What follows belongs to an exercise in optimizing a design on an open flow for small area; a production flow would make more cautious choices.
Function was checked by simulation only, so behaviour that the tests miss may differ from the original.
Power is estimated from default activity; no workload was simulated.

===== config.mk =====
export PLATFORM = sky130hd
export DESIGN_NAME = top_level
export DESIGN_NICKNAME = top_level
export VERILOG_FILES = /design/flow/design.v
export SDC_FILE = /design/flow/constraint.sdc
export NUM_CORES = 4
export LEC_CHECK = 0
export ABC_AREA = 1
export CAP_MARGIN = 0
export CORE_MARGIN = 2
export CORE_UTILIZATION = 71
export CTS_BUF_LIST = sky130_fd_sc_hd__clkbuf_8
export CTS_CLUSTER_DIAMETER = 60
export CTS_CLUSTER_SIZE = 18
export SLEW_MARGIN = 0
export SYNTH_HIERARCHICAL = 1

===== constraint.sdc =====
create_clock -name core_clock -period 3.5 [get_ports {clk}]
set_input_delay 0.7000 -clock core_clock [delete_from_list [all_inputs] [get_ports {clk}]]
set_output_delay 0.7000 -clock core_clock [all_outputs]
set_load 0.01 [all_outputs]

===== design.v =====
`timescale 1ns / 1ps
module shr_cell (
   input  cl,
   input  l,
   input  cs,
   input  s,
   input  ch,
   input  q,
   output y
);
assign y = ~((cl & l) | (cs & s) | (ch & q));
endmodule
module shr(
   input        clk,
   input        rst,
   input        phase,
   input        mx,       
   input        sh,       
   input        ld,       
   input  [7:0] ld_x,     
   output       dout,     
   output [7:0] dstr_x    
);
reg  [7:0] r;
wire [7:0] nxt;
wire [7:0] sh_x = {mx, r[7:1]};
wire cl = ld & ~rst;
wire cs = sh & ~ld & ~rst;
wire ch = ~sh & ~ld & ~rst;
genvar i;
generate
   for (i = 0; i < 8; i = i + 1) begin : g_bit
      shr_cell u_cell (
         .cl(cl), .l(ld_x[i]),
         .cs(cs), .s(sh_x[i]),
         .ch(ch), .q(r[i]),
         .y(nxt[i])
      );
   end
endgenerate
always @ (posedge clk)
   r <= nxt;
assign dstr_x = sh_x;
assign dout   = r[0] ^ phase;
endmodule
`timescale 1ns / 1ps
module fifo_cell (
   input  w,
   input  wn,
   input  d,
   input  q,
   output y
);
assign y = ~((wn | d) & (w | q));
endmodule
module fifo_cell3 (
   input  wa,
   input  a,
   input  wb,
   input  b,
   input  wn,
   input  q,
   output y
);
assign y = ~((wa & a) | (wb & b) | (wn & q));
endmodule
module fifo_cell_in (
   input  ca,
   input  cb,
   input  wn,
   input  d,
   input  q,
   output y
);
assign y = ~((ca & d) | (cb & ~d) | (wn & q));
endmodule
module fifo_pick (
   input  o,
   input  b1,
   input  b0,
   output y
);
assign y = ~(o ? b1 : b0);
endmodule
module fifo_sel (
   input  a,
   input  b,
   output yn
);
assign yn = ~(a & b);
endmodule
module fifo_rsel (
   input  sn0,
   input  q0,
   input  sn1,
   input  q1,
   output y
);
assign y = ~((sn0 | q0) & (sn1 | q1));
endmodule
module fifo_or8 (
   input  [7:0] t,
   output       y
);
assign y = |t;
endmodule
module srl_fifo #(
   parameter WIDTH=8,
   parameter REV=0,
   parameter BUS=0
   ) (
   input              clk,
   input              rst,
   input              wr,
   input              rd,
   input              rev,
   input              sel,
   input              phase,
   input  [WIDTH-1:0] din_x,
   output [WIDTH-1:0] dor,
   output             empty,
   output             full
);
wire w   = wr;
wire wn  = ~wr;
wire wa  = wr & ~rev;
wire wb  = wr &  rev;
wire ca  = wr & (sel ^ phase);
wire cb  = wr & phase;
reg  [WIDTH-1:0] mem [15:0];
wire [WIDTH-1:0] nxt [15:0];
reg  [4:0] addr;
wire       cnt_up = wr & ~rd;
wire       cnt_dn = rd & ~wr;
wire [4:0] cu, cd;
assign cu[0] = cnt_up;
assign cd[0] = cnt_dn;
genvar gc;
generate
   for (gc = 1; gc < 5; gc = gc + 1) begin : g_cnt
      assign cu[gc] = cu[gc-1] &  addr[gc-1];
      assign cd[gc] = cd[gc-1] & ~addr[gc-1];
   end
endgenerate
always @ (posedge clk)
   addr <= (addr ^ (cu | cd)) | {5{rst}};
assign empty = addr[4];
assign full  = ~addr[4] & (&addr[3:0]);
wire [15:0] seln;
wire [3:0]  dec_lo, dec_hi;
assign dec_lo[0] = ~addr[1] & ~addr[0];
assign dec_lo[1] = ~addr[1] &  addr[0];
assign dec_lo[2] =  addr[1] & ~addr[0];
assign dec_lo[3] =  addr[1] &  addr[0];
assign dec_hi[0] = ~addr[3] & ~addr[2];
assign dec_hi[1] = ~addr[3] &  addr[2];
assign dec_hi[2] =  addr[3] & ~addr[2];
assign dec_hi[3] =  addr[3] &  addr[2];
genvar i, b;
generate
   for (i = 0; i < 16; i = i + 1) begin : g_ent
      fifo_sel u_seln (.a(dec_lo[i % 4]), .b(dec_hi[i / 4]), .yn(seln[i]));
      for (b = 0; b < WIDTH; b = b + 1) begin : g_bit
         if (i == 0 && REV != 0 && b < 8) begin : g_rev
            fifo_cell3 u_cell (
               .wa(wa), .a(din_x[b]),
               .wb(wb), .b(din_x[7-b]),
               .wn(wn), .q(mem[0][b]),
               .y(nxt[0][b])
            );
         end else if (i == 0 && BUS != 0) begin : g_bus
            fifo_cell_in u_cell (
               .ca(ca), .cb(cb), .wn(wn),
               .d(din_x[b]),
               .q(mem[0][b]),
               .y(nxt[0][b])
            );
         end else begin : g_fwd
            fifo_cell u_cell (
               .w(w), .wn(wn),
               .d(i == 0 ? din_x[b] : mem[i == 0 ? 0 : i-1][b]),
               .q(mem[i][b]),
               .y(nxt[i][b])
            );
         end
      end
      always @ (posedge clk)
         mem[i] <= nxt[i];
   end
   for (b = 0; b < WIDTH; b = b + 1) begin : g_rd
      wire [7:0] t;
      for (i = 0; i < 8; i = i + 1) begin : g_pair
         fifo_rsel u_sel (
            .sn0(seln[2*i]),   .q0(mem[2*i][b]),
            .sn1(seln[2*i+1]), .q1(mem[2*i+1][b]),
            .y(t[i])
         );
      end
      fifo_or8 u_or (.t(t), .y(dor[b]));
   end
endgenerate
endmodule
`timescale 1ns / 1ps
module spi_if(
   input         clk,       
   input         rst,       
   input  [10:0] din,      
   input         sel,      
   input         rdack,    
   input         cmd,      
   input         wr,       
   input         rd,       
   output [ 8:0] dout,     
   output        ack,      
   output        spi_mosi,
   output        spi_sck,
   output        spi_ss,
   input         spi_miso
);
reg [1:0] spi_mode;        
reg       spi_endianness;  
reg [7:0] spi_baudrate;    
wire        cfg_ld   = cmd & sel & ~rst;
wire        cfg_hold = ~cmd & ~rst;
wire [10:0] cfg_q    = {spi_baudrate, spi_endianness, spi_mode};
wire [10:0] cfg_d;
genvar gi;
generate
   for (gi = 0; gi < 11; gi = gi + 1) begin : g_cfg
      cfg_cell u_cfg (.c1(cfg_ld), .d(din[gi]), .c2(cfg_hold), .q(cfg_q[gi]), .y(cfg_d[gi]));
   end
endgenerate
always @ (posedge clk)
begin
   spi_mode       <= cfg_d[ 1:0];
   spi_endianness <= cfg_d[ 2:2];
   spi_baudrate   <= cfg_d[10:3];
end
reg phase;
always @ (posedge clk)
begin
   if (rst)
      phase <= 1'b1;
   else
      phase <= ~phase;
end
wire sck_cntr_en = ~spi_ss;
reg [7:0] sck_cntr;
wire sck_match = (sck_cntr == spi_baudrate);
wire [7:0] sck_carry;
assign sck_carry[0] = sck_cntr_en;
genvar gc;
generate
   for (gc = 1; gc < 8; gc = gc + 1) begin : g_carry
      assign sck_carry[gc] = sck_carry[gc-1] & sck_cntr[gc-1];
   end
endgenerate
wire       sck_clr   = rst | sck_match;
always @ (posedge clk)
   sck_cntr <= (sck_cntr ^ sck_carry) & {8{~sck_clr}};
reg spi_sck_reg;
always @ (posedge clk)
begin
   if (rst)
      spi_sck_reg <= 1'b0;
   else if(~sck_cntr_en)
      spi_sck_reg <= 1'b0;
   else if(sck_match)
      spi_sck_reg <= ~spi_sck_reg;
end
assign spi_sck = (spi_mode[1] == 1'b0) ? (spi_sck_reg & ~spi_ss) : (~spi_sck_reg & spi_ss);
wire sck_tick     = sck_match & sck_cntr_en;
wire spi_sck_rise = ~spi_sck_reg & sck_tick;
wire spi_sck_fall =  spi_sck_reg & sck_tick;
wire spi_step     = spi_mode[0] ? spi_sck_rise : spi_sck_fall;
reg [3:0] state;
localparam S_IDLE = 4'b0000;    
localparam S_DATA = 4'b0001;    
localparam S_STOP = 4'b0010;    
localparam S_WAIT = 4'b0011;    
localparam S_ZERO = 4'b1000;    
localparam S_LAST = 4'b1111;    
wire wr_fifo_empty, wr_fifo_full;
wire [10:0] wr_fifo_dout;
reg spi_tx_stop, spi_rx;
wire st_bits = state[3];
wire st_idle = ~state[3] & ~state[1] & ~state[0];
wire st_data = ~state[3] & ~state[1] &  state[0];
wire st_stop = ~state[3] &  state[1] & ~state[0];
wire st_wait = ~state[3] &  state[1] &  state[0];
wire st_last = &state;
wire start_tx = st_idle & ~wr_fifo_empty & wr_fifo_dout[8];
wire stop_tx  = spi_mode[0] ? (st_last & spi_sck_rise & spi_tx_stop)
                            : (st_stop & spi_sck_rise);
wire read_rx  = st_last & spi_step;
wire next_tx  = read_rx & ~wr_fifo_empty & ~spi_tx_stop;
wire spi_load = start_tx | next_tx;
always @ (posedge clk)
begin
   if(rst)
      state <= S_IDLE;
   else if (st_bits) begin
      if (spi_step) begin
         if (~st_last)
            state <= state + 1'b1;
         else if (~spi_tx_stop)
            state <= wr_fifo_empty ? S_WAIT : S_ZERO;
         else
            state <= spi_mode[0] ? S_IDLE : S_STOP;
      end
   end
   else if (st_idle) begin
      if (start_tx)
         state <= spi_mode[0] ? S_DATA : S_ZERO;
   end
   else if (st_data) begin
      if (spi_step)
         state <= S_ZERO;
   end
   else if (st_wait) begin
      if (~wr_fifo_empty)
         state <= S_ZERO;
   end
   else begin  
      if (spi_sck_rise)
         state <= S_IDLE;
   end
end
wire spi_shr_sh = st_bits & ~st_last & spi_step;
wire wr_fifo_wr = wr & ~wr_fifo_full;
wire [10:0] wr_fifo_or;
srl_fifo #(
   .WIDTH(11),
   .BUS(1)
) wr_fifo (
   .clk(clk),
   .rst(rst),
   .wr(wr_fifo_wr),
   .rd(spi_load),
   .rev(1'b0),
   .sel(sel),
   .phase(phase),
   .din_x(din),
   .dor(wr_fifo_or),
   .empty(wr_fifo_empty),
   .full(wr_fifo_full)
);
assign wr_fifo_dout[10:8] = ~(wr_fifo_or[10:8] ^ {3{phase}});
assign wr_fifo_dout[7:0]  = ~wr_fifo_or[7:0];
wire [7:0] wr_fifo_dout_ordered = spi_endianness ? wr_fifo_dout[7:0]
                                                 : {wr_fifo_dout[0], wr_fifo_dout[1],
                                                    wr_fifo_dout[2], wr_fifo_dout[3],
                                                    wr_fifo_dout[4], wr_fifo_dout[5],
                                                    wr_fifo_dout[6], wr_fifo_dout[7]};
always @ (posedge clk)
begin
   if(spi_load) begin
      spi_tx_stop  <= wr_fifo_dout[ 9];
      spi_rx       <= wr_fifo_dout[10];
   end
end
wire [7:0] spi_shr_dstr_x;
wire rd_fifo_empty, rd_fifo_full;
wire [7:0] rd_fifo_or;
reg  rd_fifo_rd;
wire rd_fifo_wr = read_rx & ~rd_fifo_full & spi_rx;
srl_fifo #(
   .WIDTH(8),
   .REV(1)
) rd_fifo (
   .clk(clk),
   .rst(rst),
   .wr(rd_fifo_wr),
   .rd(rd_fifo_rd),
   .rev(~spi_endianness),
   .sel(1'b0),
   .phase(phase),
   .din_x(spi_shr_dstr_x),
   .dor(rd_fifo_or),
   .empty(rd_fifo_empty),
   .full(rd_fifo_full)
);
wire rd_show  = rdack & ~rd_fifo_empty;
wire rd_show1 = ~(rd_show &  phase);
wire rd_show0 = ~(rd_show & ~phase);
genvar gk;
generate
   for (gk = 0; gk < 8; gk = gk + 1) begin : g_out
      fifo_pick u_pick (.o(rd_fifo_or[gk]), .b1(rd_show1), .b0(rd_show0), .y(dout[gk]));
   end
endgenerate
assign dout[8] = rdack & rd_fifo_empty;
always @ (posedge clk)
begin
   if(rst)
      rd_fifo_rd <= 1'b0;
   else
      rd_fifo_rd <= (rd & ~rd_fifo_empty);
end
reg ack_reg;
always @ (posedge clk)
begin
   if(rst)
      ack_reg <= 1'b0;
   else
      ack_reg <= wr_fifo_wr | rd | cmd;
end
assign ack = ack_reg;
shr spi_shr (
   .clk(clk),
   .rst(rst),
   .phase(phase),
   .mx(spi_miso ^ phase),
   .sh(spi_shr_sh),
   .ld(spi_load),
   .ld_x(wr_fifo_dout_ordered),
   .dout(spi_mosi),
   .dstr_x(spi_shr_dstr_x)
);
reg spi_ss_reg;  
always @ (posedge clk)
begin
   if(rst)
      spi_ss_reg <= 1'b1;
   else if(stop_tx)
      spi_ss_reg <= 1'b1;
   else if(start_tx)
      spi_ss_reg <= 1'b0;
end
assign spi_ss = spi_ss_reg;
endmodule
module cfg_cell (
   input  c1,
   input  d,
   input  c2,
   input  q,
   output y
);
assign y = (c1 & d) | (c2 & q);
endmodule
`timescale 1ns / 1ps
module wishbone_if(
   input         clk,       
   input         rst,       
   input  [31:0] wb_addr,   
   input         wb_we,     
   input         wb_stb,   
   input         wb_cyc,   
   input  [31:0] wb_dout,   
   output        wb_ack,    
   output [10:0] dout,      
   output        sel,       
   output        rdack,     
   output        cmd,       
   output        wr,        
   output        rd,        
   input         ack        
);
wire select = wb_stb & wb_cyc;
reg [1:0] select_reg;
always @ (posedge clk)
begin
   if(rst)
      select_reg <= 2'b0;
   else
      select_reg <= {select_reg[0], select};
end
wire select_rise = select_reg[0] & ~select_reg[1];
wire addr_base = ~(|wb_addr[31:6]) & ~(|wb_addr[3:0]);
wire addr_data = addr_base & ~wb_addr[5] &  wb_addr[4];
wire addr_cmd  = addr_base &  wb_addr[5] & ~wb_addr[4];
assign wb_ack = select & ack;
assign rdack  = select & ~wb_we & ack;
assign dout   = wb_dout[10:0];
assign sel    = select;
assign cmd    = addr_cmd  & select_rise &  wb_we;
assign wr     = addr_data & select_rise &  wb_we;
assign rd     = addr_data & select_rise & ~wb_we;
endmodule
`timescale 1ns / 1ps
module top_level(
   input         clk,
   input         rst,
   input  [31:0] wb_addr,   
   input         wb_we,     
   input         wb_stb,   
   input         wb_cyc,   
   input  [31:0] wb_dout,   
   output [31:0] wb_din,    
   output        wb_ack,    
   output        spi_mosi,
   output        spi_sck,
   output        spi_ss,
   input         spi_miso
);
wire [10:0] dout;
wire [ 8:0] din;
wire sel, rdack, cmd, wr, rd, ack;
assign wb_din = {23'b0, din};
wishbone_if wishbone_interface (
   .clk(clk), 
   .rst(rst), 
   .wb_addr(wb_addr), 
   .wb_we(wb_we), 
   .wb_stb(wb_stb), 
   .wb_cyc(wb_cyc), 
   .wb_dout(wb_dout), 
   .wb_ack(wb_ack), 
   .dout(dout), 
   .sel(sel), 
   .rdack(rdack), 
   .cmd(cmd), 
   .wr(wr), 
   .rd(rd), 
   .ack(ack)
);
spi_if spi_interface (
   .clk(clk),
   .rst(rst),
   .din(dout),
   .sel(sel),
   .rdack(rdack),
   .cmd(cmd),
   .wr(wr),
   .rd(rd),
   .dout(din),
   .ack(ack),
   .spi_mosi(spi_mosi),
   .spi_sck(spi_sck),
   .spi_ss(spi_ss),
   .spi_miso(spi_miso)
);
endmodule

===== flow/run.sh =====
#!/bin/bash
# Own flow: the standard layout, but synthesis maps logic with an
# area-oriented ABC script (flow/area.abc). Each tool's output goes to a log
# file in the work folder.
set -euo pipefail
W=$(pwd)
export OWN_WORK=$W
export OWN_ABC_SCRIPT=$W/flow/area.abc
make -C "$FLOW_HOME" DESIGN_CONFIG="$W/config.mk" WORK_HOME="$W/orfs" CLKGATE_MAP_FILE= \
  SYNTH_SCRIPT="$W/flow/own_synth.tcl" synth > "$W/own_synth.log" 2>&1
export BUFFER_PORTS_ARGS="-buffer_cell sky130_fd_sc_hd__buf_1"
export REMOVE_ABC_BUFFERS=1
bash standard.sh > "$W/standard.log" 2>&1

===== flow/area.abc =====
strash
dch
amap
topo

===== flow/own_synth.tcl =====
proc abc {args} {
  set i [lsearch -exact $args -script]
  if {$i >= 0} { lset args [expr {$i + 1}] $::env(OWN_ABC_SCRIPT) }
  yosys abc {*}$args
}
source $::env(OWN_WORK)/synth_recipe.tcl

===== standard.sh =====
#!/bin/bash
# synth_recipe.tcl (not shown) runs the flow's synth.tcl, then flattens the netlist and writes it again
# the make line also repeats each setting of config.mk as NAME=value (left out here)
make -C /OpenROAD-flow-scripts/flow DESIGN_CONFIG=/design/flow/config.mk WORK_HOME=/design/flow/orfs CLKGATE_MAP_FILE= SYNTH_SCRIPT=/design/flow/synth_recipe.tcl "${@:-finish}"

==> flow_summary.toml, run 1 <==
[placement]
post_dp_cell_area_sq_mm = 0.0129
place_ws_ns = 0.146
port_buffers = 61
dp_hpwl_microns = 18600
routabilityCongestion = 0.887
post-place-cells = 1513

[floorplan]
dieArea_sq_mm = 0.0184
core-area_sq_mm = 0.0171
dieWidth_microns = 136
num_rows = 48
pin_count = 106
initial_core_util = 0.719
die_h_microns = 136

[worst_setup_path]
timing.rr.start = "spi_interface.sck_cntr[7]"
end_kind = "output pin"
worstPathArrival_ns = 2.75
critPathKind = "reg2out"
crit_start = "spi_interface.rd_fifo.addr[1]"
cp.required_ns = 2.80
start_kind = "register"
cp_max_fo = 8

[timing]
final.period_utilization = 0.984
hold_viol_final = 0
setup_viol = 0
timing.final.ws_setup_ns = 0.0549
slew_headroom = 0.445
worstMarginPinSlew_ns = 0.833
fin_crit_ns = 3.45
clock_skew_ns = 0.0170
max_freq_mhz = 290
fin_tns_setup_ns = 0
final_max_slew_viol_count = 0

[drt]
viasPerCell = 6.67
wl_per_cell_microns = 17.9
dr.pass1.iters = 6
detail-route-antenna-nets = 0
drtIter0Drc = 1049
routed_wl_microns = 27600
drc = 0
num_vias = 10300

[synthesis]
avgSynthCellArea_sq_um = 10.1
yosys_warnings = 15
syn_area_sq_mm = 0.0123
syn-instance-count = 1214

[global_route]
grt_max_degree = 166
antenna_found_initial = 0
grt-ovfl-total = 0
grt_pass1_vias = 8621
grt_pass1_wl_microns = 43000
grtUsageTotal = 0.285

[clocking]
htreeDepth = 1
post_cts_resized = 2
max-clock-path-buffers = 3
cts_buffers = 23
clock_sinks = 354
cts_tree = "done"
root_buffer = "clkbuf_8"
worstSkewPairLatency_ns = 0.55
path_clk_slew_ns = 0.11
post_cts_buffers = 0
cts_hold_buf = 0

[final_layout]
area_delta_synth_final_pct = 7.97
top_register = "spi_interface.wr_fifo.mem"
largest_reg_flops = 176
diodes = 0
final_area_sq_mm = 0.0133
top_regs = "spi_interface.wr_fifo.mem: 176 flops, spi_interface.rd_fifo.mem: 128 flops"
fin_nets = 1395
layout-drive-gt1-share = 0.0548
fin_cells = 1539

[pwr]
combPwrFrac = 0.012
p_leak_uw = 0.00493
switching_share = 0.204
vdd_drop_max_mv = 0.420
p_total_uw = 5970
power_frac_clock = 0.311
seq_power_share = 0.677
power.switching_uw = 1220
internal-power_uw = 4760
powerDensity_mw_per_mm2 = 449

[run]
maxCapViolations = 0

[run_status]
status = "finished clean"

[hold_path]
hold_path_startpoint = "wb_dout[6]"
min_path_type = "in2reg"
-- stage by stage --
step	util	hold WS, ns
after floorplan	-	0.396
after global placement	0.753	0.401
after detailed placement	0.753	0.408
after CTS	0.775	0.382
after global routing	0.777	0.399
final	0.777	0.402
-- power by group through the flow --
stage	clock (uW)	combinational, uW	sequential (uW)
floorplan	0	31.2	4140
global route	2030	78.5	4050
detailed placement	0	67.6	4140
global placement	0	65.8	4140
finish	1860	69.1	4050
CTS	1900	68.3	4050
-- worst paths after layout --
path | end | slack, ns | depth (start not counted)
setup / recovery | wb_din[3] | 0.05 | 9
hold / removal | spi_interface.wr_fifo.mem[0][6] | 0.40 | 3
setup reg to reg | spi_interface.rd_fifo.mem[0][6] | 0.23 | 11
hold reg to reg | wishbone_interface.select_reg[1] | 0.42 | 2
-- worst max-delay path: stages (launching register included) --
cell and delay (ns):
dfxtp_1 0.43, clkinv_1 0.21, nor2_2 0.32, nand2_1 0.30, o22ai_1 0.26, nor4_1 0.12
nand2_1 0.15, clkinv_1 0.08, o22ai_1 0.14, buf_1 0.19
-- cells in the final DEF, fill, tap and decap left out, types with 3 or more instances in the layout --
cell,n
a22o_1,11
nor2_2,6
dfxtp_1,352
conb_1,23
nor3_1,13
a222oi_1,28
nand3_1,7
clkbuf_8,24
buf_12,3
clkinv_1,54
nor2_1,31
nor2b_1,5
a21oi_1,15
ha_1,12
nand2_1,66
and3_1,8
o22ai_1,457
a31oi_1,3
buf_4,30
xor2_1,3
buf_1,61
o21ai_0,22
nor4_1,46
-- layout make-up --
type	instances	area [sq um]
multi-input combinational	784	4810
sequential	354	7110
timing repair buffer	94	514
tap	225	282
inverter	56	214
fill	1269	3820
clock buffer	24	330
clock inverter	2	33.8
-- metal layers --
layer,track usage,up-vias,wire length (microns)
met1,0.424,4873,13100
met3,0.0307,26,1270
met5,0,-,0
met4,0.0515,0,354
met2,0.457,269,12900
li1,-,5094,-
==> run 2, diff against run 1 <==
--- a/config.mk
+++ b/config.mk
@@ -8,7 +8,7 @@
 export ABC_AREA = 1
 export CAP_MARGIN = 0
 export CORE_MARGIN = 2
-export CORE_UTILIZATION = 71
+export CORE_UTILIZATION = 73
 export CTS_BUF_LIST = sky130_fd_sc_hd__clkbuf_8
 export CTS_CLUSTER_DIAMETER = 60
 export CTS_CLUSTER_SIZE = 18
==> run 2 against run 1 <==
Net effect: clock-buffer cell count shrank 1; maximum frequency grew 2.0%; via count grew 1.0%; area after synthesis is the same; critical path depth is the same; still clean; non-clock buffer count is the same; global-route usage grew 1.2 points; sequential cell count is the same; cell count shrank 0.39%; combinational power grew 2%; clock skew grew 0.0097 ns; sequential power is essentially flat; critical path type unchanged.
==> flow_summary.toml, run 2 <==
[run_status]
status = "finished clean"

[worst_setup_path]
crit_family = "simple AND/OR/NAND/NOR gates"
crit_path_max_incr_delay_ns = 0.47
critPathKind = "reg2out"
end_kind = "output pin"
critPathBufInv = 3
worstPathArrival_ns = 2.68
critPathSlowestCell = "dfxtp_1"
crit_path_cell_trace = "clkinv_1 > nor2_2 > nand2_1 > o22ai_1 > nor4_1 > nand2_1 > clkinv_1 > o22ai_1 > buf_1"
cp_max_fo = 8
start_kind = "register"
cp.required_ns = 2.80

[placement]
dp_hpwl_microns = 18400
port_buffers = 61
place_ws_ns = 0.209
routabilityCongestion = 0.967
post_dp_cell_area_sq_mm = 0.0129

[clocking]
max-clock-path-buffers = 3
cts_tree = "done"
post_cts_buffers = 0
cts_hold_buf = 0
worstSkewPairLatency_ns = 0.56
path_clk_slew_ns = 0.10
cts_buffers = 23
htreeDepth = 1
clock_sinks = 354
root_buffer = "clkbuf_8"

[synthesis]
avgSynthCellArea_sq_um = 10.1
yosys_warnings = 15
syn_area_sq_mm = 0.0123
syn-instance-count = 1214

[drt]
num_vias = 10400
routed_wl_microns = 27400
drc = 0
dr.pass1.iters = 6
wl_per_cell_microns = 17.9
drtIter0Drc = 1134
viasPerCell = 6.76
detail-route-antenna-nets = 0

[pwr]
seq_power_share = 0.688
combPwrFrac = 0.012
powerDensity_mw_per_mm2 = 443
power.switching_uw = 1220
internal-power_uw = 4660
vdd_drop_max_mv = 0.350
p_leak_uw = 0.00492
power_frac_clock = 0.300
switching_share = 0.207
p_total_uw = 5880

[floorplan]
core-area_sq_mm = 0.0165
initial_core_util = 0.745
dieWidth_microns = 134
dieArea_sq_mm = 0.0179
num_rows = 47
pin_count = 106
die_h_microns = 134

[timing]
final_max_slew_viol_count = 0
fin_tns_setup_ns = 0
slew_headroom = 0.493
worstMarginPinSlew_ns = 0.753
timing.final.ws_setup_ns = 0.124
rsz0062_at_grt = "false"
fin_crit_ns = 3.38
clock_skew_ns = 0.0267
setup_viol = 0
final.period_utilization = 0.965
hold_viol_final = 0
max_freq_mhz = 296

[final_layout]
top_regs = "spi_interface.wr_fifo.mem: 176 flops, spi_interface.rd_fifo.mem: 128 flops"
mostFrequentLayoutCell = "o22ai_1"
largest_reg_flops = 176
fillers = 1096
area_delta_synth_final_pct = 7.80
diodes = 0
regArea_sq_mm = 0.00711
fin_util = 0.803
final_area_sq_mm = 0.0133
multiInputGateArea_sq_mm = 0.00482
top_register = "spi_interface.wr_fifo.mem"
most-common-layout-cells = "457 x o22ai_1, 352 x dfxtp_1, 66 x nand2_1"
layout-drive-gt1-share = 0.0564
fin_nets = 1395

[run]
maxCapViolations = 0

[hold_path]
min_path_type = "in2reg"

[global_route]
grt-ovfl-total = 0
grt_pass1_wl_microns = 44500
grt_max_degree = 166
grt_pass1_vias = 9077
antenna_found_initial = 0
grtUsageTotal = 0.297
## run 2: stage by stage
stage	hold slack, ns	cells
floorplan	0.396	1194
global placement	0.405	1508
detailed placement	0.418	1508
CTS	0.379	1533
global route	0.390	1533
finish	0.399	1533
## run 2: timing repair
item | 4_1_cts | 5_1_grt
resized for setup | 2 | 13
hold endpoints to repair | 0 | 0
pin swaps | 0 | 0
setup endpoints to repair | 8 | 22
## run 2: per-layer routing
layer  GRT usage  wire (microns)  vias up
met4      0.0697             625        0
met2       0.467           12400      370
li1            -               -     5089
met3      0.0461            1780       52
met1       0.436           12600     4856
met5           0               0        -
## run 2: final timing paths
check | startpoint | to | slack, ns | depth (start not counted)
worst max-delay path | spi_interface.rd_fifo.addr[3] | wb_din[3] | 0.12 | 9
worst min-delay path | wb_dout[10] | spi_interface.wr_fifo.mem[0][10] | 0.40 | 3
worst max register to register | spi_interface.sck_cntr[7] | spi_interface.rd_fifo.mem[0][7] | 0.21 | 11
worst min register to register | wishbone_interface.select_reg[0] | wishbone_interface.select_reg[1] | 0.43 | 2
## run 2: worst min-delay path: stages
cell and delay [ns]:
buf_1 0.10, clkinv_1 0.05, a222oi_1 0.05
## run 2: power groups by stage
stage / logic, uW / clock network, uW / registers [uW]
after floorplan: 31.2 / 0 / 4140
after CTS: 69.5 / 1780 / 4050
final: 70.4 / 1760 / 4050
after detailed placement: 69.2 / 0 / 4140
after global placement: 66.8 / 0 / 4140
after global routing: 79.1 / 1940 / 4050
## run 2: cell type report
type,instances,area share
Clock buffer,23,0.0238
Clock inverter,2,0.00123
Inverter,56,0.0161
Multi-Input combinational cell,784,0.363
Sequential cell,354,0.535
Tap cell,220,0.0207
Timing Repair Buffer,94,0.0397
==> run 3, diff against run 2 <==
--- a/config.mk
+++ b/config.mk
@@ -8,7 +8,7 @@
 export ABC_AREA = 1
 export CAP_MARGIN = 0
 export CORE_MARGIN = 2
-export CORE_UTILIZATION = 73
+export CORE_UTILIZATION = 70
 export CTS_BUF_LIST = sky130_fd_sc_hd__clkbuf_8
 export CTS_CLUSTER_DIAMETER = 60
 export CTS_CLUSTER_SIZE = 18
==> run 3 against run 2 <==
Net effect: global-route usage down 1.9 points; area after synthesis unchanged; cell count is 0.33% higher; utilization fell by 3.2 points; wire length rose by 0.32%; synthesized cell count unchanged; non-clock buffer count fell by 2; die area increased by 4.2%; sequential power barely moved; maximum frequency shrank 0.18%; worst setup slack lost 0.0062 ns; critical path type unchanged; critical endpoint is now wb_din[2]; largest power group unchanged.
==> flow_summary.toml, run 3 <==
[run_status]
status = "finished clean"

[floorplan]
pin_count = 106
initial_core_util = 0.714
dieArea_sq_mm = 0.0187
dieWidth_microns = 137
die_h_microns = 137
core-area_sq_mm = 0.0172
num_rows = 48

[clocking]
worstSkewPairLatency_ns = 0.56
clock_sinks = 354
cts_buffers = 23
htreeDepth = 1
post_cts_buffers = 0
path_clk_slew_ns = 0.11
max-clock-path-buffers = 3
cts_tree = "done"
root_buffer = "clkbuf_8"
cts_hold_buf = 0
post_cts_resized = 2

[final_layout]
fillers = 1218
area_delta_synth_final_pct = 7.93
regArea_sq_mm = 0.00711
final_area_sq_mm = 0.0133
top_register = "spi_interface.wr_fifo.mem"
diodes = 0
layout-drive-gt1-share = 0.0541
fin_nets = 1393
most-common-layout-cells = "457 x o22ai_1, 352 x dfxtp_1, 68 x nand2_1"
mostFrequentLayoutCell = "o22ai_1"
largest_reg_flops = 176
fin_cells = 1538
top_regs = "spi_interface.wr_fifo.mem: 176 flops, spi_interface.rd_fifo.mem: 128 flops"
multiInputGateArea_sq_mm = 0.00482

[worst_setup_path]
crit_family = "simple AND/OR/NAND/NOR gates"
critPathBufInv = 2
reg2reg_to = "spi_interface.wr_fifo.addr[4]"
critPathSlowestCell = "nor4_1"
cp_max_fo = 8
crit_start = "spi_interface.rd_fifo.addr[0]"
crit_cells = 8
critPathKind = "reg2out"
end_kind = "output pin"
crit_path_max_incr_delay_ns = 0.52
worstPathArrival_ns = 2.68
endpoint = "wb_din[2]"
worst_r2r_path_depth = 14
cp.required_ns = 2.80
r2r_slack_ns = 0.29
start_kind = "register"
crit_path_cell_trace = "clkinv_1 > nor2_4 > nand2_1 > o22ai_1 > nor4_1 > nand2_1 > o22ai_1 > buf_1"
timing.rr.start = "spi_interface.wr_fifo.addr[0]"

[run]
maxCapViolations = 0

[synthesis]
syn_area_sq_mm = 0.0123
avgSynthCellArea_sq_um = 10.1
yosys_warnings = 15
syn-instance-count = 1214

[timing]
max_freq_mhz = 296
final.period_utilization = 0.966
fin_crit_ns = 3.38
clock_skew_ns = 0.0176
hold_viol_final = 0
setup_viol = 0
slew_headroom = 0.227
rsz0062_at_grt = "true"
worstMarginPinSlew_ns = 1.16
final_max_slew_viol_count = 0

[pwr]
powerDensity_mw_per_mm2 = 451
seq_power_share = 0.676
vdd_drop_max_mv = 0.394
p_leak_uw = 0.00492
internal-power_uw = 4760
combPwrFrac = 0.011
power.switching_uw = 1230
switching_share = 0.206
power_frac_clock = 0.313

[placement]
routabilityCongestion = 0.907
post-place-cells = 1511
dp_hpwl_microns = 18400
post_dp_cell_area_sq_mm = 0.0129
port_buffers = 61

[global_route]
grt_pass1_wl_microns = 42700
grt-ovfl-total = 0
grt_max_degree = 166
grtUsageTotal = 0.278
antenna_found_initial = 0
grt_pass1_vias = 8565

[drt]
detail-route-antenna-nets = 0
routed_wl_microns = 27500
num_vias = 10200
dr.pass1.iters = 7
drc = 0
viasPerCell = 6.64
drtIter0Drc = 1163
wl_per_cell_microns = 17.9

[hold_path]
min_path_type = "in2reg"
## run 3: cell types whose count changed in the layout (fill, tap and decap cells not counted), moves of 2 or more
| cell | before | now |
|---|---|---|
| nor2b_1 | 3 | 5 |
| nand2_1 | 66 | 68 |
| nor2b_2 | 2 | 0 |
| nand2_2 | 2 | 0 |
## run 3: layer usage
metal,global-route usage,vias to the layer above,part of all wire
li1,-,5083,-
met1,0.415,4810,0.48
met2,0.445,285,0.46
met4,0.0440,0,0.014
met5,0,-,0
met3,0.0333,29,0.050
## run 3: worst min path at each step
stage / startpoint / end / slack, ns / depth (start not counted)
floorplan: wishbone_interface.select_reg[0] / wishbone_interface.select_reg[1] / 0.40 / 2
global placement: wishbone_interface.select_reg[0] / wishbone_interface.select_reg[1] / 0.40 / 2
detailed placement: wishbone_interface.select_reg[0] / wishbone_interface.select_reg[1] / 0.41 / 2
CTS: wb_dout[4] / spi_interface.wr_fifo.mem[0][4] / 0.37 / 3
global route: wb_dout[10] / spi_interface.wr_fifo.mem[0][10] / 0.40 / 3
finish: wb_dout[4] / spi_interface.wr_fifo.mem[0][4] / 0.39 / 3
## run 3: power groups by stage
stage               sequential (uW)  clock (uW)  combinational, uW
detailed placement             4140           0               67.7
floorplan                      4140           0               31.2
global route                   4050        2040               78.2
CTS                            4050        1900               67.8
global placement               4140           0               65.8
finish                         4050        1870               68.7
## run 3: worst reg2reg max path: stages, from the launching register on
cell and delay, ns:
dfxtp_1 0.37, nor2_1 0.36, nand2_1 0.35, o22ai_1 0.25, nor4_1 0.07, nand2_1 0.15, nor2_1 0.08, a2111oi_2 0.35
o21bai_1 0.23, ha_1 0.20, nand2_1 0.07, nor3_1 0.27, o22ai_1 0.15, a21oi_1 0.14, o21ai_0 0.09
## run 3: through the flow
step	util	worst slack, ns	hold WS (ns)	power [uW]	TNS (ns)
finish	0.771	0.118	0.394	5990	0
global route	0.771	-0.0647	0.399	6170	-0.151
detailed placement	0.747	0.111	0.414	4210	0
CTS	0.769	0.0769	0.372	6010	0
global placement	0.747	0.261	0.400	4210	0
floorplan	-	-14.89	0.396	4170	-3715.10
## run 3: layout make-up
| cell class | count | share of cell area |
|---|---|---|
| sequential | 354 | 0.535 |
| clock buffer | 24 | 0.0249 |
| clock inverter | 3 | 0.00311 |
| tap | 225 | 0.0212 |
| inverter | 56 | 0.0161 |
| timing repair buffer | 92 | 0.0376 |
| multi-input combinational | 784 | 0.362 |
==> run 4, diff against run 3 <==
--- a/config.mk
+++ b/config.mk
@@ -8,7 +8,7 @@
 export ABC_AREA = 1
 export CAP_MARGIN = 0
 export CORE_MARGIN = 2
-export CORE_UTILIZATION = 70
+export CORE_UTILIZATION = 72
 export CTS_BUF_LIST = sky130_fd_sc_hd__clkbuf_8
 export CTS_CLUSTER_DIAMETER = 60
 export CTS_CLUSTER_SIZE = 18
==> run 4 against run 3 <==
Net effect: wire length is 1.2% higher; largest power group unchanged; first-iteration DRC count is 13% lower; still clean on timing, DRC and antenna; clock skew is 0.0015 ns higher; synthesized cell count stayed put; clock power is 5% lower; critical path depth is 1 higher; via count is 1.4% higher; utilization is 2.5 points higher; area after synthesis stayed put; non-clock buffer count stayed put; largest cell class unchanged.
==> flow_summary.toml, run 4 <==
[run_status]
status = "finished clean"

[timing]
clock_skew_ns = 0.0191
final_max_slew_viol_count = 0
hold_viol_final = 0
setup_viol = 0
rsz0062_at_grt = "true"
max_freq_mhz = 297
worstMarginPinSlew_ns = 0.748
final.period_utilization = 0.961
hold_ws_ns = 0.397
timing.final.ws_setup_ns = 0.135
slew_headroom = 0.497
fin_crit_ns = 3.37

[worst_setup_path]
r2r_slack_ns = 0.27
reg2reg_to = "spi_interface.wr_fifo.addr[4]"
worstPathArrival_ns = 2.67
crit_path_max_incr_delay_ns = 0.46
worst_r2r_path_depth = 14
cp.required_ns = 2.80
critPathKind = "reg2out"
crit_path_cell_trace = "clkinv_1 > nor2_2 > nand2_1 > o22ai_1 > nor4_1 > nand2_1 > clkinv_1 > o22ai_1 > buf_1"
cp_max_fo = 8
critPathSlowestCell = "dfxtp_1"
start_kind = "register"
end_kind = "output pin"
timing.rr.start = "spi_interface.wr_fifo.addr[0]"

[global_route]
grt-ovfl-total = 0
antenna_found_initial = 0
grt_max_degree = 166
grt_pass1_vias = 9033
grtUsageTotal = 0.294
grt_pass1_wl_microns = 44300

[synthesis]
syn-instance-count = 1214
yosys_warnings = 15
syn_area_sq_mm = 0.0123
avgSynthCellArea_sq_um = 10.1

[final_layout]
layout-drive-gt1-share = 0.0548
fin_cells = 1533
top_regs = "spi_interface.wr_fifo.mem: 176 flops, spi_interface.rd_fifo.mem: 128 flops"
fin_nets = 1393
top_register = "spi_interface.wr_fifo.mem"
fin_util = 0.796
largest_reg_flops = 176
most-common-layout-cells = "457 x o22ai_1, 352 x dfxtp_1, 64 x nand2_1"
diodes = 0
fillers = 1112
mostFrequentLayoutCell = "o22ai_1"
area_delta_synth_final_pct = 7.62

[clocking]
cts_hold_buf = 0
root_buffer = "clkbuf_8"
htreeDepth = 1
clock_sinks = 354
path_clk_slew_ns = 0.11
cts_buffers = 23
cts_tree = "done"
max-clock-path-buffers = 3
worstSkewPairLatency_ns = 0.56

[hold_path]
hold_depth = 3
hold_path_startpoint = "wb_dout[10]"
min_path_type = "in2reg"
hold-path-endpoint = "spi_interface.wr_fifo.mem[0][10]"

[floorplan]
dieArea_sq_mm = 0.0182
num_rows = 47
core-area_sq_mm = 0.0166
pin_count = 106
die_h_microns = 135
dieWidth_microns = 135
initial_core_util = 0.740

[run]
maxCapViolations = 0

[pwr]
power_frac_clock = 0.301
combPwrFrac = 0.012
powerDensity_mw_per_mm2 = 445
internal-power_uw = 4660
vdd_drop_max_mv = 0.334
seq_power_share = 0.687
power.switching_uw = 1230
switching_share = 0.208
p_leak_uw = 0.00491

[drt]
dr.pass1.iters = 6
detail-route-antenna-nets = 0
drc = 0
drtIter0Drc = 1008
wl_per_cell_microns = 18.2
viasPerCell = 6.75
routed_wl_microns = 27800
num_vias = 10300

[placement]
port_buffers = 61
place_ws_ns = 0.193
dp_hpwl_microns = 18800
post-place-cells = 1506
routabilityCongestion = 0.882
[run 4: worst max-delay path by stage]
stage                                       start                               end  slack (ns)  depth (start not counted)
finish              spi_interface.rd_fifo.addr[3]                         wb_din[5]        0.13                          9
global route        spi_interface.wr_fifo.addr[1]     spi_interface.wr_fifo.addr[4]       -0.02                         15
CTS                 spi_interface.rd_fifo.addr[2]                         wb_din[5]        0.03                          9
detailed placement  spi_interface.wr_fifo.addr[0]     spi_interface.wr_fifo.addr[4]        0.19                         15
global placement                      wb_addr[17]  spi_interface.wr_fifo.mem[0][10]        0.24                         13
floorplan               spi_interface.sck_cntr[7]     spi_interface.rd_fifo.addr[4]      -14.89                         14
[run 4: cell type report]
type                       count  area (sq um)  area share
clock buffer                  23           317      0.0239
clock inverter                 4          18.8     0.00142
inverter                      56           214      0.0161
multi-input combinational    784          4820       0.364
sequential                   354          7110       0.536
tap                          220           275      0.0208
timing repair buffer          92           499      0.0377
[run 4: per-stage QoR]
step | setup TNS [ns] | cell area (sq um) | power (uW)
2_1_floorplan | -3715.10 | 12100 | 4170
3_3_place_gp | 0 | 12900 | 4210
6_report | 0 | 13300 | 5890
5_1_grt | -0.0197 | 13300 | 6070
3_5_place_dp | 0 | 12900 | 4210
4_1_cts | 0 | 13200 | 5910
[run 4: power groups by stage]
stage	combinational [uW]	clock, uW	sequential (uW)
after CTS	69.0	1800	4050
final	69.8	1770	4050
after global routing	79.1	1940	4050
after detailed placement	68.9	0	4140
after floorplan	31.2	0	4140
after global placement	66.6	0	4140
[run 4: routing by layer]
layer	GRT usage	routed length, microns	vias to the layer above
met1	0.426	12800	4863
met2	0.471	12900	357
met3	0.0480	1720	44
met5	0	0	-
met4	0.0550	484	0
li1	-	-	5081
[run 4: what timing repair did]
action,4_1_cts,5_1_grt
setup endpoints to repair,8,29
buffers inserted,0,0
resized for setup,1,15
[run 4: worst max-delay path, delay by kind of cell, from the launching register on]
family | cells | cell delay [ns]
compound gates | 2 | 0.36
simple gates | 4 | 0.84
buf+inv | 3 | 0.43
flops | 1 | 0.46
==> run 5, diff against run 4 <==
--- a/config.mk
+++ b/config.mk
@@ -12,5 +12,6 @@
 export CTS_BUF_LIST = sky130_fd_sc_hd__clkbuf_8
 export CTS_CLUSTER_DIAMETER = 60
 export CTS_CLUSTER_SIZE = 18
+export SETUP_SLACK_MARGIN = 0.03
 export SLEW_MARGIN = 0
 export SYNTH_HIERARCHICAL = 1
==> run 5 against run 4 <==
Net effect: cell count stayed put; hold slack got worse by 0.0032 ns; clock power barely moved; critical endpoint is now wb_din[7]; worst setup slack worse by 0.039 ns; combinational power about the same; highest routed layer unchanged; still clean; wire length is 0.48% higher; power is essentially flat; final area rose by 0.23%; area after synthesis did not move; clock skew up 0.00079 ns.
==> flow_summary.toml, run 5 <==
[worst_setup_path]
cp_max_fo = 8
critPathKind = "reg2out"
r2r_slack_ns = 0.23
critPathSlowestCell = "dfxtp_1"
crit_path_max_incr_delay_ns = 0.48
worst_r2r_path_depth = 15
crit_path_cell_trace = "clkinv_1 > nor2_4 > nand2_2 > o22ai_1 > nor4_2 > nand2_1 > clkinv_1 > o22ai_1 > buf_1"
worstPathArrival_ns = 2.70
end_kind = "output pin"
cp.required_ns = 2.80
start_kind = "register"

[global_route]
grt_pass1_wl_microns = 44300
grt_pass1_vias = 9033
antenna_found_initial = 0
grt_max_degree = 166
grt-ovfl-total = 0
grtUsageTotal = 0.294

[clocking]
htreeDepth = 1
cts_hold_buf = 0
max-clock-path-buffers = 3
cts_buffers = 23
clock_sinks = 354
path_clk_slew_ns = 0.11
post_cts_buffers = 0
worstSkewPairLatency_ns = 0.56
cts_tree = "done"
root_buffer = "clkbuf_8"

[final_layout]
most-common-layout-cells = "457 x o22ai_1, 351 x dfxtp_1, 61 x buf_1"
multiInputGateArea_sq_mm = 0.00485
regArea_sq_mm = 0.00711
fin_nets = 1393
fin_util = 0.798
largest_reg_flops = 176
diodes = 0
layout-drive-gt1-share = 0.0602
top_regs = "spi_interface.wr_fifo.mem: 176 flops, spi_interface.rd_fifo.mem: 128 flops"
fillers = 1105
area_delta_synth_final_pct = 7.87
mostFrequentLayoutCell = "o22ai_1"
top_register = "spi_interface.wr_fifo.mem"

[hold_path]
hold_depth = 3
min_path_type = "in2reg"

[floorplan]
dieArea_sq_mm = 0.0182
initial_core_util = 0.740
die_h_microns = 135
dieWidth_microns = 135
num_rows = 47
pin_count = 106
core-area_sq_mm = 0.0166

[timing]
max_freq_mhz = 294
fin_crit_ns = 3.40
final_max_slew_viol_count = 0
worstMarginPinSlew_ns = 0.767
final.period_utilization = 0.973
setup_viol = 0
hold_viol_final = 0
rsz0062_at_grt = "true"
clock_skew_ns = 0.0199
slew_headroom = 0.484
hold_ws_ns = 0.393

[drt]
wl_per_cell_microns = 18.3
dr.pass1.iters = 9
num_vias = 10400
drtIter0Drc = 1081
detail-route-antenna-nets = 0
routed_wl_microns = 28000
drc = 0
viasPerCell = 6.79

[pwr]
powerDensity_mw_per_mm2 = 444
p_leak_uw = 0.00492
vdd_drop_max_mv = 0.334

[placement]
routabilityCongestion = 0.882
port_buffers = 61
dp_hpwl_microns = 18800

[synthesis]
syn-instance-count = 1214
yosys_warnings = 15
syn_area_sq_mm = 0.0123
avgSynthCellArea_sq_um = 10.1

[run_status]
status = "finished clean"

[run]
maxCapViolations = 0
-- run 5: worst paths after layout --
check	start	to
setup / recovery	spi_interface.rd_fifo.addr[2]	wb_din[7]
hold / removal	wb_dout[10]	spi_interface.wr_fifo.mem[0][10]
setup reg to reg	spi_interface.wr_fifo.addr[1]	spi_interface.wr_fifo.addr[4]
hold reg to reg	wishbone_interface.select_reg[0]	wishbone_interface.select_reg[1]
-- run 5: power by group --
part / switching, uW / internal (uW)
Clock: 1180 / 602
Sequential: 10.4 / 4040
Combinational: 46.5 / 23.3
Total: 1230 / 4660
-- run 5: cell type report --
type,count,area share
flip-flops and latches,354,0.535
multi-input cells,784,0.365
repair buffers,92,0.0376
clock buffers,23,0.0238
well taps,220,0.0207
inverters,56,0.0161
clock inverters,4,0.00141
-- run 5: worst max-delay path: cells and delay by family, from the launching register on --
| family | cells | cell delay, ns |
|---|---|---|
| and+or+nand+nor | 4 | 0.72 |
| buffers and inverters | 3 | 0.50 |
| DFF | 1 | 0.48 |
| AOI/OAI and AO/OA | 2 | 0.43 |
-- run 5: routing by layer --
metal,track usage,vias to the layer above,part of all wire
li1,-,5076,-
met1,0.426,4933,0.46
met2,0.471,353,0.46
met3,0.0480,46,0.057
met4,0.0550,0,0.017
met5,0,-,0
-- run 5: what timing repair did --
item	in CTS	in global routing
cloned	0	0
gates resized for setup	1	24
setup endpoints to repair	8	29
-- run 5: per-stage QoR --
stage / cell area [sq um] / power [uW] / cells / TNS, ns / setup WS, ns
after floorplan: 12100 / 4170 / 1194 / -3715.10 / -14.89
final: 13300 / 5900 / 1533 / 0 / 0.0957
after detailed placement: 12900 / 4210 / 1506 / 0 / 0.193
after global routing: 13300 / 6070 / 1533 / -0.0228 / -0.0197
after global placement: 12900 / 4210 / 1506 / 0 / 0.237
after CTS: 13200 / 5910 / 1533 / 0 / 0.0305
==> run 6, diff against run 5 <==
--- a/config.mk
+++ b/config.mk
@@ -6,12 +6,11 @@
 export NUM_CORES = 4
 export LEC_CHECK = 0
 export ABC_AREA = 1
-export CAP_MARGIN = 0
+export CAP_MARGIN = 20
 export CORE_MARGIN = 2
 export CORE_UTILIZATION = 72
 export CTS_BUF_LIST = sky130_fd_sc_hd__clkbuf_8
 export CTS_CLUSTER_DIAMETER = 60
 export CTS_CLUSTER_SIZE = 18
-export SETUP_SLACK_MARGIN = 0.03
-export SLEW_MARGIN = 0
+export SLEW_MARGIN = 20
 export SYNTH_HIERARCHICAL = 1
==> run 6 against run 5 <==
Net effect: maximum frequency rose by 1.2%; largest power group unchanged; worst setup slack better by 0.039 ns; final area shrank 0.23%; via count is 0.61% lower; clock-buffer cell count is the same.
==> flow_summary.toml, run 6 <==
[worst_setup_path]
cp.required_ns = 2.80
critPathBufInv = 3
crit_family = "simple AND/OR/NAND/NOR gates"
critPathKind = "reg2out"
critPathSlowestCell = "dfxtp_1"
r2r_slack_ns = 0.27
worstPathArrival_ns = 2.67
crit_path_max_incr_delay_ns = 0.46
end_kind = "output pin"
cp_max_fo = 8
start_kind = "register"
crit_path_cell_trace = "clkinv_1 > nor2_2 > nand2_1 > o22ai_1 > nor4_1 > nand2_1 > clkinv_1 > o22ai_1 > buf_1"

[drt]
dr.pass1.iters = 6
drc = 0
viasPerCell = 6.75
num_vias = 10300
detail-route-antenna-nets = 0
drtIter0Drc = 1008
wl_per_cell_microns = 18.2
routed_wl_microns = 27800

[placement]
routabilityCongestion = 0.882
port_buffers = 61
post-place-cells = 1506
dp_hpwl_microns = 18800
place_ws_ns = 0.193

[global_route]
grt_pass1_wl_microns = 44300
grt_max_degree = 166
grt-ovfl-total = 0
grtUsageTotal = 0.294
grt_pass1_vias = 9033
antenna_found_initial = 0

[pwr]
vdd_drop_max_mv = 0.334
p_leak_uw = 0.00491
powerDensity_mw_per_mm2 = 445

[timing]
timing.final.ws_setup_ns = 0.135
slew_headroom = 0.497
setup_viol = 0
final.period_utilization = 0.961
final_max_slew_viol_count = 0
rsz0062_at_grt = "true"
max_freq_mhz = 297
worstMarginPinSlew_ns = 0.748
hold_viol_final = 0
clock_skew_ns = 0.0191
fin_crit_ns = 3.37

[final_layout]
fin_nets = 1393
layout-drive-gt1-share = 0.0548
area_delta_synth_final_pct = 7.62
mostFrequentLayoutCell = "o22ai_1"
top_regs = "spi_interface.wr_fifo.mem: 176 flops, spi_interface.rd_fifo.mem: 128 flops"
diodes = 0
fin_cells = 1533
top_register = "spi_interface.wr_fifo.mem"
most-common-layout-cells = "457 x o22ai_1, 352 x dfxtp_1, 64 x nand2_1"
largest_reg_flops = 176

[run_status]
status = "finished clean"

[floorplan]
dieArea_sq_mm = 0.0182
core-area_sq_mm = 0.0166
num_rows = 47
die_h_microns = 135
pin_count = 106
initial_core_util = 0.740
dieWidth_microns = 135

[clocking]
htreeDepth = 1
cts_hold_buf = 0
root_buffer = "clkbuf_8"
cts_buffers = 23
max-clock-path-buffers = 3
post_cts_resized = 1
clock_sinks = 354
path_clk_slew_ns = 0.11
worstSkewPairLatency_ns = 0.56
cts_tree = "done"
post_cts_buffers = 0

[synthesis]
syn-instance-count = 1214
avgSynthCellArea_sq_um = 10.1
yosys_warnings = 15
syn_area_sq_mm = 0.0123

[run]
maxCapViolations = 0

[hold_path]
min_path_type = "in2reg"
## run 6: final timing paths
kind         cells after the start                               end                             start
min reg2reg                      2  wishbone_interface.select_reg[1]  wishbone_interface.select_reg[0]
min                              3  spi_interface.wr_fifo.mem[0][10]                       wb_dout[10]
max                              9                         wb_din[5]     spi_interface.rd_fifo.addr[3]
max reg2reg                     14     spi_interface.wr_fifo.addr[4]     spi_interface.wr_fifo.addr[0]
## run 6: tightest hold or removal path, stage by stage
cell,delay [ns]
buf_1,0.10
clkinv_1,0.05
a222oi_1,0.05
## run 6: metrics by stage
stage           TNS, ns  total power (uW)   util  instance area, sq um  hold slack, ns
3_5_place_dp          0              4210  0.773                 12900           0.419
3_3_place_gp          0              4210  0.773                 12900           0.403
2_1_floorplan  -3715.10              4170      -                 12100           0.396
4_1_cts               0              5910  0.794                 13200           0.372
6_report              0              5890  0.796                 13300           0.397
5_1_grt         -0.0197              6070  0.796                 13300           0.414
## run 6: per-layer routing
metal	GRT usage	vias to the layer above	part of all wire
met1	0.426	4863	0.46
met2	0.471	357	0.46
li1	-	5081	-
met3	0.0480	44	0.062
met4	0.0550	0	0.017
met5	0	-	0
## run 6: power breakdown
group / total, uW / switching (uW) / internal [uW]
sequential: 4050 / 10.4 / 4040
clock: 1770 / 1170 / 602
combinational: 69.8 / 46.5 / 23.3
total: 5890 / 1230 / 4660
## run 6: final cells by class
class | instances | area (sq um)
Tap cell | 220 | 275
Fill cell | 1112 | 3390
Clock inverter | 4 | 18.8
Inverter | 56 | 214
Clock buffer | 23 | 317
Multi-Input combinational cell | 784 | 4820
Sequential cell | 354 | 7110
Timing Repair Buffer | 92 | 499
==> run 7, diff against run 6 <==
--- a/design.v
+++ b/design.v
@@ -146,7 +146,7 @@
    addr <= (addr ^ (cu | cd)) | {5{rst}};
 assign empty = addr[4];
 assign full  = ~addr[4] & (&addr[3:0]);
-wire [15:0] seln;
+wire [15:0] seln, selm;
 wire [3:0]  dec_lo, dec_hi;
 assign dec_lo[0] = ~addr[1] & ~addr[0];
 assign dec_lo[1] = ~addr[1] &  addr[0];
@@ -160,6 +160,11 @@
 generate
    for (i = 0; i < 16; i = i + 1) begin : g_ent
       fifo_sel u_seln (.a(dec_lo[i % 4]), .b(dec_hi[i / 4]), .yn(seln[i]));
+      if (WIDTH > 8) begin : g_selm
+         fifo_sel u_selm (.a(dec_lo[i % 4]), .b(dec_hi[i / 4]), .yn(selm[i]));
+      end else begin : g_nselm
+         assign selm[i] = seln[i];
+      end
       for (b = 0; b < WIDTH; b = b + 1) begin : g_bit
          if (i == 0 && REV != 0 && b < 8) begin : g_rev
             fifo_cell3 u_cell (
@@ -191,8 +196,8 @@
       wire [7:0] t;
       for (i = 0; i < 8; i = i + 1) begin : g_pair
          fifo_rsel u_sel (
-            .sn0(seln[2*i]),   .q0(mem[2*i][b]),
-            .sn1(seln[2*i+1]), .q1(mem[2*i+1][b]),
+            .sn0(WIDTH > 8 && b >= WIDTH/2 ? selm[2*i]   : seln[2*i]),   .q0(mem[2*i][b]),
+            .sn1(WIDTH > 8 && b >= WIDTH/2 ? selm[2*i+1] : seln[2*i+1]), .q1(mem[2*i+1][b]),
             .y(t[i])
          );
       end
--- a/flow/run.sh
+++ b/flow/run.sh
@@ -9,5 +9,4 @@
 make -C "$FLOW_HOME" DESIGN_CONFIG="$W/config.mk" WORK_HOME="$W/orfs" CLKGATE_MAP_FILE= \
   SYNTH_SCRIPT="$W/flow/own_synth.tcl" synth > "$W/own_synth.log" 2>&1
 export BUFFER_PORTS_ARGS="-buffer_cell sky130_fd_sc_hd__buf_1"
-export REMOVE_ABC_BUFFERS=1
 bash standard.sh > "$W/standard.log" 2>&1
--- a/config.mk
+++ b/config.mk
@@ -6,11 +6,11 @@
 export NUM_CORES = 4
 export LEC_CHECK = 0
 export ABC_AREA = 1
-export CAP_MARGIN = 20
+export CAP_MARGIN = 0
 export CORE_MARGIN = 2
-export CORE_UTILIZATION = 72
+export CORE_UTILIZATION = 70
 export CTS_BUF_LIST = sky130_fd_sc_hd__clkbuf_8
 export CTS_CLUSTER_DIAMETER = 60
 export CTS_CLUSTER_SIZE = 18
-export SLEW_MARGIN = 20
+export SLEW_MARGIN = 0
 export SYNTH_HIERARCHICAL = 1
==> run 7 against run 6 <==
Net effect: non-clock buffer count increased by 6; global-route usage decreased by 1.0 points; largest cell class unchanged; first-iteration DRC count increased by 0.30%; utilization decreased by 1.9 points; wire length increased by 1.0%; synthesized cell count increased by 1.3%; final area increased by 1.4%.
==> flow_summary.toml, run 7 <==
[worst_setup_path]
cp.required_ns = 2.80
end_kind = "output pin"
crit_family = "simple AND/OR/NAND/NOR gates"
crit_path_max_incr_delay_ns = 0.45
critPathKind = "reg2out"
r2r_slack_ns = 0.33
crit_path_cell_trace = "clkinv_1 > nor2_2 > nand2_1 > o22ai_1 > nor4_1 > nand2_1 > clkinv_1 > o22ai_1 > buf_1"
cp_max_fo = 8
timing.rr.start = "spi_interface.wr_fifo.addr[1]"
critPathBufInv = 3
start_kind = "register"
critPathSlowestCell = "dfxtp_1"
worstPathArrival_ns = 2.65
reg2reg_to = "spi_interface.wr_fifo.addr[4]"
worst_r2r_path_depth = 15

[drt]
drc = 0
wl_per_cell_microns = 18.0
routed_wl_microns = 28100
viasPerCell = 6.73
dr.pass1.iters = 9
detail-route-antenna-nets = 0
drtIter0Drc = 1011
num_vias = 10500

[global_route]
grt_pass1_wl_microns = 43300
antenna_found_initial = 0
grt_util_met2 = 0.458
use_met3 = 0.0485
met1_usage = 0.391
grt_pass1_vias = 8922
grt_max_degree = 166
grt-ovfl-total = 0
grt-busiest-layer = "met2"
grtUsageTotal = 0.283

[clocking]
clock_sinks = 354
htreeDepth = 1
cts_hold_buf = 0
cts_buffers = 23
max-clock-path-buffers = 3
cts_tree = "done"
worstSkewPairLatency_ns = 0.55
root_buffer = "clkbuf_8"
path_clk_slew_ns = 0.11

[placement]
dp_hpwl_microns = 19200
port_buffers = 61
routabilityCongestion = 0.926

[timing]
clock_skew_ns = 0.0123
fin_tns_setup_ns = 0
worstMarginPinSlew_ns = 1.07
slew_headroom = 0.285
max_freq_mhz = 298
final.period_utilization = 0.958
final_max_slew_viol_count = 0
setup_viol = 0
fin_crit_ns = 3.35
hold_viol_final = 0

[synthesis]
yosys_warnings = 15
syn_area_sq_mm = 0.0124
avgSynthCellArea_sq_um = 10.1
syn-instance-count = 1230

[final_layout]
area_delta_synth_final_pct = 8.62
most-common-layout-cells = "457 x o22ai_1, 349 x dfxtp_1, 84 x nand2_1"
diodes = 0
layout-drive-gt1-share = 0.0660
fin_nets = 1415
largest_reg_flops = 176
top_register = "spi_interface.wr_fifo.mem"
fillers = 1261
mostFrequentLayoutCell = "o22ai_1"
top_regs = "spi_interface.wr_fifo.mem: 176 flops, spi_interface.rd_fifo.mem: 128 flops"

[hold_path]
min_path_type = "in2reg"
hold-path-endpoint = "spi_interface.wr_fifo.mem[0][4]"
hold_depth = 3
hold_path_startpoint = "wb_dout[4]"

[floorplan]
dieWidth_microns = 137
die_h_microns = 137
num_rows = 48
core-area_sq_mm = 0.0173
dieArea_sq_mm = 0.0188
pin_count = 106
initial_core_util = 0.715

[pwr]
p_total_uw = 5970
p_leak_uw = 0.00497
vdd_drop_max_mv = 0.485
powerDensity_mw_per_mm2 = 444

[run]
maxCapViolations = 0

[run_status]
status = "finished clean"
-- run 7: what timing repair did --
item,CTS,global route
setup buffers,0,0
endpoints found under the setup margin,7,19
endpoints found under the hold margin,0,0
gates resized for setup,1,14
-- run 7: routing by layer --
metal / vias to the layer above / part of all wire
li1: 5128 / -
met1: 4992 / 0.45
met2: 319 / 0.47
met3: 59 / 0.059
met4: 0 / 0.026
met5: - / 0
-- run 7: how the worst max path moves through the flow --
stage / start / endpoint / slack [ns] / cells past startpoint
2_1_floorplan: wb_addr[25] / spi_interface.wr_fifo.mem[0][0] / -5.61 / 10
3_3_place_gp: wb_addr[7] / spi_interface.wr_fifo.mem[0][10] / 0.28 / 11
3_5_place_dp: wb_addr[21] / spi_interface.wr_fifo.mem[14][9] / 0.1 / 10
4_1_cts: spi_interface.rd_fifo.addr[2] / wb_din[7] / 0.07 / 9
5_1_grt: spi_interface.rd_fifo.addr[2] / wb_din[5] / -0.01 / 9
6_report: spi_interface.rd_fifo.addr[2] / wb_din[1] / 0.15 / 9
-- run 7: final cells by class --
type | count | area, sq um | area share
repair buffers | 98 | 532 | 0.0396
flip-flops and latches | 354 | 7110 | 0.529
multi-input cells | 800 | 4930 | 0.367
inverters | 56 | 216 | 0.0161
clock buffers | 24 | 330 | 0.0246
well taps | 225 | 282 | 0.0209
clock inverters | 2 | 33.8 | 0.00251
-- run 7: stage by stage --
stage	cells	cell area [sq um]	setup WS, ns	util	hold WS, ns
2_1_floorplan	1252	12500	-5.61	-	0.396
3_3_place_gp	1533	13000	0.276	0.754	0.408
3_5_place_dp	1533	13000	0.100	0.754	0.417
4_1_cts	1559	13400	0.0718	0.775	0.372
5_1_grt	1559	13400	-0.0130	0.777	0.379
6_report	1559	13400	0.146	0.777	0.393
-- run 7: where the power goes --
group,switching [uW],internal (uW)
registers,9.51,4040
logic,48.4,24.0
clock network,1160,695
total,1220,4760
-- run 7: worst register-to-register path, stage by stage (launching register included) --
cell       delay, ns
dfxtp_2         0.36
clkinv_1        0.09
nor2_2          0.07
buf_4           0.15
nand2_1         0.19
o22ai_1         0.12
nor4_1          0.42
nand2_1         0.24
a2111oi_2       0.37
o21bai_2        0.22
ha_1            0.18
nand2_1         0.08
nor3_1          0.24
o22ai_1         0.12
a21oi_1         0.14
o21ai_0         0.08

## separate check: timing with driven ports
The results above use ideal ports. As a check the final layouts listed here were re-extracted and re-timed, cells and wires unchanged. Step 1 assumes that a clkbuf_16 drives the clock port and a buf_2 every other input. Step 2, shift: input delay + t, output delay - t, t = (earliest + latest rising clock arrival at the registers) / 2. This alone moves slack from input paths to output paths. Three values: ideal, step 1, step 2; two values: the first two.
run	t, ns	setup WS [ns]	hold slack, ns
run 1	0.583	0.055 / 0.018 / 0.211	0.402 / 0.387 / 0.421
run 2	0.585	0.124 / 0.088 / 0.208	0.399 / 0.383 / 0.430
run 3	0.583	0.118 / 0.085 / 0.147	0.394 / 0.387 / 0.423
run 4	0.581	0.135 / 0.102 / 0.200	0.397 / 0.386 / 0.430
run 5	0.582	0.096 / 0.062 / 0.191	0.393 / 0.383 / 0.430
run 6	0.581	0.135 / 0.102 / 0.200	0.397 / 0.386 / 0.430
run 7	0.592	0.146 / 0.101 / 0.035	0.393 / 0.380 / 0.430
After both steps every run listed still meets setup and hold. The setup slack of run 7, which loses most, moves by -0.045 ns with the drivers and by -0.111 ns with both steps.
